This is an optimization exercise on Yosys and OpenROAD, whose aim is small area and a short achievable clock period, not a production implementation.
Function was checked by simulation only, so behaviour that the tests miss may differ from the original.

==> flow/design.v <==
module fifo_ecc72 (
    input         clk,
    input         RST,
    input         WREN,
    input  [63:0] DIN,
    input   [7:0] DINP,
    output        FULL,
    output        PROGFULL,
    output [13:0] WRCOUNT,
    output        WRERR,
    output        WRRSTBUSY,
    input         RDEN,
    output [63:0] DOUT,
    output  [7:0] DOUTP,
    output        EMPTY,
    output        PROGEMPTY,
    output [13:0] RDCOUNT,
    output        RDERR,
    output        RDRSTBUSY,
    output        SBITERR,
    output        DBITERR
);
    function [71:0] ham(input [71:0] x);
        ham = { x[63:57], x[70], x[56:26], x[69], x[25:11], x[68],
                x[10:4], x[67], x[3:1], x[66], x[0], x[65:64], x[71] };
    endfunction
    function [71:0] unham(input [71:0] h);
        unham = { h[0], h[64], h[32], h[16], h[8], h[4], h[2], h[1],
                  h[71:65], h[63:33], h[31:17], h[15:9], h[7:5], h[3] };
    endfunction
    function [16:0] grp(input [71:0] h);
        reg [7:0] lo;
        reg [8:0] hi;
        integer   k;
        begin
            lo = 8'd0;
            hi = 9'd0;
            for (k = 0; k < 72; k = k + 1) begin
                lo[k % 8] = lo[k % 8] ^ h[k];
                hi[k / 8] = hi[k / 8] ^ h[k];
            end
            grp = { hi, lo };
        end
    endfunction
    function [73:0] ecc_dec(input [71:0] h, input [16:0] g);
        reg  [7:0] lo;
        reg  [8:0] hi;
        reg  [7:0] s;
        reg  [7:0] lsel;
        reg  [8:0] hsel;
        reg [71:0] c;
        integer    k;
        begin
            lo = g[7:0];
            hi = g[16:8];
            s[0] = lo[1] ^ lo[3] ^ lo[5] ^ lo[7];
            s[1] = lo[2] ^ lo[3] ^ lo[6] ^ lo[7];
            s[2] = lo[4] ^ lo[5] ^ lo[6] ^ lo[7];
            s[3] = hi[1] ^ hi[3] ^ hi[5] ^ hi[7];
            s[4] = hi[2] ^ hi[3] ^ hi[6] ^ hi[7];
            s[5] = hi[4] ^ hi[5] ^ hi[6] ^ hi[7];
            s[6] = hi[8];
            s[7] = ^lo;
            for (k = 0; k < 8; k = k + 1)
                lsel[k] = s[7] & (s[2:0] == k);
            for (k = 0; k < 9; k = k + 1)
                hsel[k] = (s[6:3] == k);
            for (k = 0; k < 72; k = k + 1)
                c[k] = h[k] ^ (lsel[k % 8] & hsel[k / 8]);
            ecc_dec = { ~s[7] & (|s[6:0]), s[7], unham(c) };
        end
    endfunction
    reg busy;
    always @(posedge clk) busy <= RST & ~busy;
    assign WRRSTBUSY = busy;
    assign RDRSTBUSY = busy;
    reg full, empty;
    wire w = WREN & ~full & ~busy;
    wire r = RDEN & ~empty & ~busy;
    reg  [5:0] wcnt;
    reg        w_d, r_d;
    wire [5:0] occ = wcnt + {5'd0, w_d} - {5'd0, r_d};
    wire       occ1  = (occ == 6'd1);
    wire       occ31 = (occ == 6'd31);
    reg        le1;
    reg pfull, pempty;
    always @(posedge clk) begin
        w_d    <= w;
        r_d    <= r;
        wcnt   <= busy ? 6'd0 : occ;
        pfull  <= ~busy & (occ >= 6'd24);
        pempty <= busy | (occ <= 6'd4);
        empty  <= busy | (r & ~w & occ1) | (empty & ~w);
        full   <= ~busy & ((w & ~r & occ31) | (full & ~r));
        le1    <= busy | (occ == 6'd0) | (occ1 & ~(w & ~r)) | ((occ == 6'd2) & r & ~w);
    end
    reg [30:0] wsel, wseln;    
    reg [30:0] rsel;
    wire       rp_mv  = le1 ? (w & (empty | r)) : r;
    always @(posedge clk) begin
        wsel  <= busy ? 31'd1 : (w ? { wsel[29:0], wsel[30] } : wsel);
        wseln <= busy ? ~31'd1 : (w ? { wseln[29:0], wseln[30] } : wseln);
        rsel <= busy ? 31'd1 : (rp_mv ? { rsel[29:0], rsel[30] } : rsel);
    end
    wire [71:0] din_h = ham({ DINP, DIN });
    wire [71:0] mq [0:30];
    reg  [71:0] m_rd;
    integer     j;
    genvar i;
    generate
        for (i = 0; i < 31; i = i + 1) begin : g_word
            reg [71:0] q;
            wire       ld   = wsel[i] & ~full;
            wire       hold = wseln[i] | full;
            always @(posedge clk)
                q <= ({72{ld}} & din_h) | ({72{hold}} & q);
            assign mq[i] = q;
        end
    endgenerate
    always @* begin
        m_rd = 72'd0;
        for (j = 0; j < 31; j = j + 1)
            m_rd = m_rd | ({72{rsel[j]}} & mq[j]);
    end
    wire [71:0] h_nxt = le1 ? din_h : m_rd;
    reg  [71:0] H;
    reg  [16:0] HG;
    wire        h_en = empty | RDEN;
    always @(posedge clk)
        if (h_en) begin
            H  <= h_nxt;
            HG <= grp(h_nxt);
        end
    reg [73:0] dout;
    always @(posedge clk)
        if (busy)   dout <= 74'd0;
        else if (r) dout <= ecc_dec(H, HG);
    assign { DBITERR, SBITERR, DOUTP, DOUT } = dout;
    reg       rderr, wrerr, rden_seen;
    reg [5:0] rcnt;
    always @(posedge clk) begin
        rderr     <= RDEN & (empty | busy);
        wrerr     <= WREN & (full | busy);
        rden_seen <= ~busy & (rden_seen | RDEN);
        if (busy)           rcnt <= 6'd0;
        else if (rden_seen) rcnt <= occ;
    end
    assign FULL      = full;
    assign EMPTY     = empty;
    assign PROGFULL  = pfull;
    assign PROGEMPTY = pempty;
    assign WRERR     = wrerr;
    assign RDERR     = rderr;
    assign WRCOUNT   = { 8'd0, wcnt };
    assign RDCOUNT   = { 8'd0, rcnt };
endmodule
Settings: LEC_CHECK=0, ABC_CLOCK_PERIOD_IN_PS=3000, CAP_MARGIN=20, CORE_MARGIN=2, CORE_UTILIZATION=52, CTS_BUF_LIST=sky130_fd_sc_hd__clkbuf_8, CTS_CLUSTER_DIAMETER=50, CTS_CLUSTER_SIZE=12, PLACE_DENSITY=0.62, SETUP_SLACK_MARGIN=4.1, SLEW_MARGIN=20; clock period 7.0 ns.
run.sh (not shown) runs the stock make flow with config.mk's settings and CLKGATE_MAP_FILE= SYNTH_SCRIPT=/design/flow/synth_recipe.tcl, a recipe that flattens the netlist after the stock synthesis.
Change:
--- a/flow/design.v
+++ b/flow/design.v
@@ -92,31 +92,33 @@
         pempty <= busy | (occ <= 6'd4);
         empty  <= busy | (r & ~w & occ1) | (empty & ~w);
         full   <= ~busy & ((w & ~r & occ31) | (full & ~r));
         le1    <= busy | (occ == 6'd0) | (occ1 & ~(w & ~r)) | ((occ == 6'd2) & r & ~w);
     end
     reg [30:0] wsel, wseln;    
+    wire       to_full = w & ~r & occ31;
+    wire       unfull  = full & r;
     reg [30:0] rsel;
     wire       rp_mv  = le1 ? (w & (empty | r)) : r;
     always @(posedge clk) begin
-        wsel  <= busy ? 31'd1 : (w ? { wsel[29:0], wsel[30] } : wsel);
-        wseln <= busy ? ~31'd1 : (w ? { wseln[29:0], wseln[30] } : wseln);
+        wsel  <= busy ? 31'd1 : to_full ? 31'd0 : unfull ? rsel :
+                 (w ? { wsel[29:0], wsel[30] } : wsel);
+        wseln <= busy ? ~31'd1 : to_full ? ~31'd0 : unfull ? ~rsel :
+                 (w ? { wseln[29:0], wseln[30] } : wseln);
         rsel <= busy ? 31'd1 : (rp_mv ? { rsel[29:0], rsel[30] } : rsel);
     end
     wire [71:0] din_h = ham({ DINP, DIN });
     wire [71:0] mq [0:30];
     reg  [71:0] m_rd;
     integer     j;
     genvar i;
     generate
         for (i = 0; i < 31; i = i + 1) begin : g_word
             reg [71:0] q;
-            wire       ld   = wsel[i] & ~full;
-            wire       hold = wseln[i] | full;
             always @(posedge clk)
-                q <= ({72{ld}} & din_h) | ({72{hold}} & q);
+                q <= ({72{wsel[i]}} & din_h) | ({72{wseln[i]}} & q);
             assign mq[i] = q;
         end
     endgenerate
     always @* begin
         m_rd = 72'd0;
         for (j = 0; j < 31; j = j + 1)
Outcome: The changed run produced a clean layout. Area after synthesis is higher by 0.94%. Count of clock-buffer cells in the layout increases by 2. Cell area goes up by 1.6%. First-iteration DRC count goes up by 9.7%. Synthesized cell count goes up by 0.41%.

-- afterwards: timing with drivers on the ports --
The results above use ideal ports. As a check the final layouts listed here were re-extracted and re-timed, cells and wires unchanged.
Step 1: set_driving_cell puts a clkbuf_16 on clk and a buf_2 on each other input, an assumption about the parent block.
Step 2 adds t to the input delays and takes it off the output delays; t is the mean of the earliest and latest rising clock arrival at the registers after step 1. Input paths then give back, and output paths get back, about the clock's delay inside the block.
a / b / c = no drivers / after step 1 / after step 2; a / b = the first two.
| run | shift t [ns] | setup WS [ns] | hold WS [ns] | clock arrival spread, ns |
|---|---|---|---|---|
| the first run | 1.148 | 3.872 / 3.832 / 3.208 | 0.426 / 0.426 / 0.426 | 0.082 / 0.083 |
| the second run | 1.155 | 3.926 / 3.848 / 2.988 | 0.474 / 0.474 / 0.474 | 0.078 / 0.078 |
After both steps setup and hold are still met in every run listed. The setup slack of the second run, which loses most, moves by -0.078 ns with the drivers and by -0.938 ns with both steps.
